This design comes from an exercise in tuning for small area, a short achievable clock period and few clock cycles on the open sky130 flow, not from production work. The RTL was checked by simulation tests, not by an equivalence proof against the original design. Power figures rest on the tool's default switching activity, not on a simulated workload.

==> raven: inputs <==
==> flow/design.v (excerpt) <==
module lm32_top (
    clk_i,
    rst_i,
    interrupt,
    I_DAT_I,
    I_ACK_I,
    I_ERR_I,
    I_RTY_I,
    D_DAT_I,
    D_ACK_I,
    D_ERR_I,
    D_RTY_I,
    I_DAT_O,
    I_ADR_O,
    I_CYC_O,
    I_SEL_O,
    I_STB_O,
    I_WE_O,
    I_CTI_O,
    I_LOCK_O,
    I_BTE_O,
    D_DAT_O,
    D_ADR_O,
    D_CYC_O,
    D_SEL_O,
    D_STB_O,
    D_WE_O,
    D_CTI_O,
    D_LOCK_O,
    D_BTE_O
    );
input clk_i;
input rst_i;
input [31:0] interrupt;
input [31:0] I_DAT_I;
input I_ACK_I;
input I_ERR_I;
input I_RTY_I;
input [31:0] D_DAT_I;
input D_ACK_I;
input D_ERR_I;
input D_RTY_I;
output [31:0] I_DAT_O;
output [31:0] I_ADR_O;
output I_CYC_O;
output [3:0] I_SEL_O;
output I_STB_O;
output I_WE_O;
output [2:0] I_CTI_O;
output I_LOCK_O;
output [1:0] I_BTE_O;
output [31:0] D_DAT_O;
output [31:0] D_ADR_O;
output D_CYC_O;
output [3:0] D_SEL_O;
output D_STB_O;
output D_WE_O;
output [2:0] D_CTI_O;
output D_LOCK_O;
output [1:0] D_BTE_O;
reg boot;                
reg ex;                  
reg [2:0] mc;            
reg [29:0] fpc;          
reg i_req;               
reg i_got;               
reg kill;                
reg kill_irq;            
reg [29:0] epc;          
reg [31:0] ir;           
reg [31:0] opa;          
reg [31:0] opb;          
reg c_sub, c_load, c_store, c_mul, c_we, c_pcsel;
reg c_bcond, c_pred, c_eret, c_wcsr, c_scall;
reg s_csr, s_sext, s_logic, s_cmp, s_shift, s_link;
reg [4:0] c_wa;
reg [1:0] c_size;
reg c_sx;
reg [29:0] c_alt;        
reg [15:0] c_imm;
reg [8:0] c_fn;          
reg d_req;
reg d_ld;
reg [31:0] dadr;
reg [31:0] ddat;
reg [3:0] dsel;
reg dwe;
reg [31:0] p_s, p_c;
reg [31:0] macc;
reg ie, eie;
reg [31:0] im, ip;
reg [23:0] eba;
reg irq_q;
reg [31:0] rf [0:31];
wire i_ack = i_req & I_ACK_I;
wire ld_ack = d_req & D_ACK_I & d_ld;
wire ready = !ex & (mc == 3'd0) & !boot & ((i_ack & !kill) | i_got)
           & !(d_req & d_ld & !D_ACK_I);
wire [31:0] inst = i_got ? ir : I_DAT_I;
reg [31:0] ld_data;
always @(*)
begin
    casez ({c_size, dadr[1:0]})
  ...
Settings: LEC_CHECK=0, ABC_CLOCK_PERIOD_IN_PS=4000, CAP_MARGIN=20, CORE_MARGIN=2, CORE_UTILIZATION=40, SETUP_SLACK_MARGIN=5.0, SLEW_MARGIN=20; clock period 9.0 ns.
run.sh (not shown) runs the stock make flow with config.mk's settings and CLKGATE_MAP_FILE= SYNTH_SCRIPT=/design/flow/synth_recipe.tcl, a recipe that flattens the netlist after the stock synthesis.
==> inputs of juniper, as changes to raven <==
--- a/flow/design.v
+++ b/flow/design.v
@@ -81,43 +81,45 @@
 reg [8:0] c_fn;          
 reg d_req;
 reg d_ld;
 reg [31:0] dadr;
 reg [31:0] ddat;
 reg [3:0] dsel;
 reg dwe;
+reg [4:0] lrd;           
+reg [1:0] lsz;
+reg lsx;
+reg lbuf_v;              
 reg [31:0] p_s, p_c;
 reg [31:0] macc;
 reg ie, eie;
 reg [31:0] im, ip;
 reg [23:0] eba;
 reg irq_q;
 reg [31:0] rf [0:31];
 wire i_ack = i_req & I_ACK_I;
 wire ld_ack = d_req & D_ACK_I & d_ld;
-wire ready = !ex & (mc == 3'd0) & !boot & ((i_ack & !kill) | i_got)
-           & !(d_req & d_ld & !D_ACK_I);
 wire [31:0] inst = i_got ? ir : I_DAT_I;
 reg [31:0] ld_data;
 always @(*)
 begin
-    casez ({c_size, dadr[1:0]})
-    4'b0011: ld_data = {{24{c_sx & D_DAT_I[7]}}, D_DAT_I[7:0]};
-    4'b0010: ld_data = {{24{c_sx & D_DAT_I[15]}}, D_DAT_I[15:8]};
-    4'b0001: ld_data = {{24{c_sx & D_DAT_I[23]}}, D_DAT_I[23:16]};
-    4'b0000: ld_data = {{24{c_sx & D_DAT_I[31]}}, D_DAT_I[31:24]};
-    4'b111?: ld_data = {{16{c_sx & D_DAT_I[15]}}, D_DAT_I[15:0]};
-    4'b110?: ld_data = {{16{c_sx & D_DAT_I[31]}}, D_DAT_I[31:16]};
+    casez ({lsz, dadr[1:0]})
+    4'b0011: ld_data = {{24{lsx & D_DAT_I[7]}}, D_DAT_I[7:0]};
+    4'b0010: ld_data = {{24{lsx & D_DAT_I[15]}}, D_DAT_I[15:8]};
+    4'b0001: ld_data = {{24{lsx & D_DAT_I[23]}}, D_DAT_I[23:16]};
+    4'b0000: ld_data = {{24{lsx & D_DAT_I[31]}}, D_DAT_I[31:24]};
+    4'b111?: ld_data = {{16{lsx & D_DAT_I[15]}}, D_DAT_I[15:0]};
+    4'b110?: ld_data = {{16{lsx & D_DAT_I[31]}}, D_DAT_I[31:16]};
     default: ld_data = D_DAT_I;
     endcase
 end
 wire [4:0] ra = inst[25:21];
 wire [4:0] rb = inst[20:16];
-wire [31:0] va = (ld_ack && c_wa == ra) ? ld_data : rf[ra];
-wire [31:0] vb = (ld_ack && c_wa == rb) ? ld_data : rf[rb];
+wire [31:0] va = (ld_ack && lrd == ra) ? ld_data : rf[ra];
+wire [31:0] vb = (ld_ack && lrd == rb) ? ld_data : rf[rb];
 wire [5:0] op = inst[31:26];
 wire [4:0] op5 = inst[30:26];
 wire d_and   = op5 == 5'h08;
 wire d_nor   = op5 == 5'h01;
 wire d_or    = op5 == 5'h0e;
 wire d_xor   = op5 == 5'h06;
 wire d_xnor  = op5 == 5'h09;
@@ -144,26 +146,39 @@
 wire d_wcsr  = op == 6'h34;
 wire d_use_imm = !inst[31] & !d_bra & !d_store;
 wire d_sx_imm = !(d_and | d_cmpu | d_nor | d_or | d_xnor | d_xor);
 wire [31:0] d_imm = (d_andhi | d_orhi) ? {inst[15:0], 16'h0000}
                                        : {{16{d_sx_imm & inst[15]}}, inst[15:0]};
 wire d_wen = !(d_bra | d_raise | d_store | d_wcsr);
 wire [4:0] d_wa = (d_call | d_calli) ? 5'd29 : (!inst[31] ? inst[20:16] : inst[15:11]);
+wire ld_busy = (d_req & d_ld & !D_ACK_I) | lbuf_v;
+wire ld_dep = (inst[25:21] == lrd) | (inst[20:16] == lrd) | (d_wa == lrd);
+wire ready_b = !ex & (mc == 3'd0) & !boot & ((i_ack & !kill) | i_got);
+wire ready = ready_b & !(ld_busy & ld_dep);
 wire d_long = d_bi | d_calli;
-wire [29:0] d_off = d_long ? {{4{inst[25]}}, inst[25:0]} : {{14{inst[15]}}, inst[15:0]};
 wire d_pred = d_bcond & inst[15];
 wire [29:0] f_inc = fpc + 30'd1;
-wire [29:0] f_tgt = fpc + d_off;
+wire [16:0] t_lo = {1'b0, fpc[15:0]} + {1'b0, inst[15:0]};
+wire [10:0] t_mid0 = {1'b0, fpc[25:16]} + {1'b0, inst[25:16]};
+wire [10:0] t_mid1 = {1'b0, fpc[25:16]} + {1'b0, inst[25:16]} + 11'd1;
+wire [10:0] t_mid = t_lo[16] ? t_mid1 : t_mid0;
+wire [13:0] h16_p = fpc[29:16] + 14'd1;
+wire [13:0] h16_m = fpc[29:16] - 14'd1;
+wire [13:0] t_h16 = inst[15] ? (t_lo[16] ? fpc[29:16] : h16_m) : (t_lo[16] ? h16_p : fpc[29:16]);
+wire [3:0] h26_p = fpc[29:26] + 4'd1;
+wire [3:0] h26_m = fpc[29:26] - 4'd1;
+wire [3:0] t_h26 = inst[25] ? (t_mid[10] ? fpc[29:26] : h26_m) : (t_mid[10] ? h26_p : fpc[29:26]);
+wire [29:0] f_tgt = d_long ? {t_h26, t_mid[9:0], t_lo[15:0]} : {t_h16, t_lo[15:0]};
 wire [29:0] pred = d_scall ? {eba, 6'b111000}
                  : (d_b | d_call) ? va[31:2]
                  : (d_long | d_pred) ? f_tgt
                  : f_inc;
 wire [29:0] d_alt = (d_bcond & !d_pred) ? f_tgt : f_inc;
-wire irq_take = ex & irq_q;
-wire e_go = ex & (irq_q | !((c_load | c_store) & d_req & !D_ACK_I));
+wire irq_take = ex & irq_q & !(d_req & d_ld) & !lbuf_v;
+wire e_go = ex & (irq_take | !((c_load | c_store) & d_req & !D_ACK_I));
 wire [31:0] bx = opb ^ {32{c_sub}};
 wire [32:0] sum33 = {opa, 1'b1} + {bx, c_sub};
 wire [31:0] sum = sum33[32:1];
 wire cmp_eq = opa == opb;
 wire cmp_ltu = opa < opb;
 wire cmp_lt = (opa[31] != opb[31]) ? opa[31] : cmp_ltu;
 reg cond;
@@ -271,32 +286,36 @@
 wire [31:0] ce = {((sc & cc) | (sc & sd) | (cc & sd)), 1'b0};
 wire [31:0] sf = se ^ ce ^ cd;
 wire [31:0] cf = {((se & ce) | (se & cd) | (ce & cd)), 1'b0};
 wire [31:0] sg = macc ^ p_s ^ p_c;
 wire [31:0] cg = {((macc & p_s) | (macc & p_c) | (p_s & p_c)), 1'b0};
 wire [31:0] mres = sg + cg;
 wire m_last = mc == 3'd1;
-wire rf_we = ld_ack | m_last | (e_go & (irq_take | c_we));
-wire [4:0] rf_wa = irq_take ? 5'd30 : c_wa;
-wire [31:0] rf_wd = ld_ack ? ld_data : m_last ? mres : e_res;
+wire e_wr = ex & (irq_take | c_we);
+wire ld_now = ld_ack & !e_wr & !m_last;
+wire rf_we = lbuf_v | ld_now | m_last | e_wr;
+wire [4:0] rf_wa = (lbuf_v | ld_now) ? lrd : irq_take ? 5'd30 : c_wa;
+wire [31:0] rf_wd = lbuf_v ? ddat : ld_now ? ld_data : m_last ? macc : e_res;
 always @(posedge clk_i)
     if (rf_we)
         rf[rf_wa] <= rf_wd;
 always @(posedge clk_i)
 begin
     if (rst_i) begin
         boot <= 1'b1;
         ex <= 1'b0;
         mc <= 3'd0;
         fpc <= 30'd0;
         i_req <= 1'b0;
         i_got <= 1'b0;
         kill <= 1'b0;
         d_req <= 1'b0;
+        lbuf_v <= 1'b0;
     end else begin
+        lbuf_v <= ld_ack & !ld_now;
         boot <= 1'b0;
         if (boot)
             i_req <= 1'b1;
         if (mc != 3'd0)
             mc <= mc - 3'd1;
         if (i_ack) begin
             i_req <= 1'b0;
@@ -309,18 +328,19 @@
         end
         if (ready) begin
             i_got <= 1'b0;
             fpc <= pred;
             i_req <= 1'b1;
             ex <= 1'b1;
         end
-        if (e_go) begin
+        if (e_go)
             ex <= 1'b0;
+        if (ex) begin
             if (c_mul & !irq_take)
-                mc <= 3'd4;
+                mc <= 3'd5;
             if (redirect) begin
                 if (i_req & !I_ACK_I) begin
                     kill <= 1'b1;
                     kill_irq <= irq_take;
                 end else begin
                     fpc <= target;
                     i_req <= 1'b1;
@@ -334,15 +354,15 @@
             d_req <= 1'b1;
     end
 end
 always @(posedge clk_i)
 begin
     if (i_ack & !kill)
         ir <= I_DAT_I;
-    if (ready) begin
+    if (ready_b) begin
         epc <= fpc;
         opa <= va;
         opb <= d_use_imm ? d_imm : vb;
         c_alt <= d_alt;
         c_imm <= inst[15:0];
         c_fn <= inst[29:21];
         c_size <= inst[27:26];
@@ -362,42 +382,47 @@
         s_csr <= d_rcsr;
         s_sext <= d_sext;
         s_logic <= d_logic;
         s_cmp <= d_cmp;
         s_shift <= d_shift;
         s_link <= d_call | d_calli;
     end
+    if (ld_ack & !ld_now)
+        ddat <= ld_data;
     p_s <= sf;
     p_c <= cf;
     if ((ex & c_mul) | (mc != 3'd0)) begin
         macc <= ex ? 32'd0 : mres;
         opa <= {opa[23:0], 8'h00};
         opb <= {8'h00, opb[31:8]};
     end
     if (mem_go) begin
         dadr <= addr;
         dsel <= sel_c;
         dwe <= c_store;
         d_ld <= c_load;
         ddat <= st_data;
+        lrd <= c_wa;
+        lsz <= c_size;
+        lsx <= c_sx;
     end
 end
 always @(posedge clk_i)
 begin
     if (rst_i) begin
         ie <= 1'b0;
         eie <= 1'b0;
         im <= 32'd0;
         ip <= 32'd0;
         eba <= 24'd0;
         irq_q <= 1'b0;
     end else begin
         ip <= ip | interrupt;
         irq_q <= ie & (|(ip & im));
-        if (e_go) begin
+        if (ex) begin
             if (irq_take | c_scall) begin
                 eie <= ie;
                 ie <= 1'b0;
             end else if (c_eret)
                 ie <= eie;
             else if (c_wcsr) begin
                 case (c_fn[3:0])
--- a/flow/config.mk
+++ b/flow/config.mk
@@ -7,7 +7,8 @@
 export LEC_CHECK = 0
 export ABC_CLOCK_PERIOD_IN_PS = 4000
 export CAP_MARGIN = 20
 export CORE_MARGIN = 2
 export CORE_UTILIZATION = 40
 export SETUP_SLACK_MARGIN = 5.0
 export SLEW_MARGIN = 20
+export TNS_END_PERCENT = 10
==> run notes <==
- juniper completed with no timing, DRC or antenna violations. raven completed without violations.
- Of raven and juniper, juniper has the higher sequential share of layout area (gap 0.29 points).
- Between raven and juniper, the lower fmax is in raven (gap 0.46%, measured against juniper).
- Clock power: raven is higher than juniper (about 0.7%).
- Combinational power: raven is higher than juniper (about 27%).
- Critical path depth: raven is higher than juniper (2).
- Between raven and juniper, the lower setup slack is in raven (gap 0.021 ns).
==> figures <==
quantity	raven	juniper
Initial DRC count	14.0k	14.7k
Register share of total power	25.6%	28.7%
Post-Syn Area per Cell	11.0 µm²	9.58 µm²
Footprint of the flip-flops and latches	43500 µm²	43800 µm²
Power per cell area	344 nW/µm²	300 nW/µm²
Fraction of synthesized area in multiplexers	12.7%	5.44%
Non-clock buffer contribution to total cell area	10.5%	9.57%
WP buf/inv	5	7
Detailed Place HPWL	243000 µm	270000 µm
Number of global-route vias before repair	73.4k	81.8k
Clock latency on the worst-skew pair	0.86 ns	0.89 ns
Clk sink count	1517	1526
Outcome	finished clean	finished clean
Testbench counts of raven, summed over its fixed seeds: cycles 159,743.
Testbench counts of juniper, summed over its fixed seeds: cycles 154,606.

afterwards: timing with drivers on the ports:
The results above use ideal ports. As a check the final layouts listed here were re-extracted and re-timed, cells and wires unchanged. Step 1 sets driving cells, clkbuf_16 on the clock port and buf_2 on the other inputs (assumed; they add their load-dependent delay and slew). Step 2 also shifts input and output timing later by t, the mid clock arrival at the registers, as if the neighbouring blocks saw the same clock. a / b / c = ideal / step 1 / step 2; a / b = the first two.
run | t, ns | setup WS [ns] | clock arrival spread, ns | slew at the worst register clock pin (ns) | worst slew at a driven data input, ns
raven | 0.925 | 4.489 / 4.551 / 3.626 | 0.060 / 0.060 | 0.08 / 0.08 | 0.13
juniper | 0.947 | 4.510 / 4.510 / 3.679 | 0.073 / 0.074 | 0.08 / 0.08 | 0.12
After both steps setup and hold are still met in every run listed. The setup slack of raven, which loses most, moves by +0.062 ns with the drivers and by -0.863 ns with both steps.
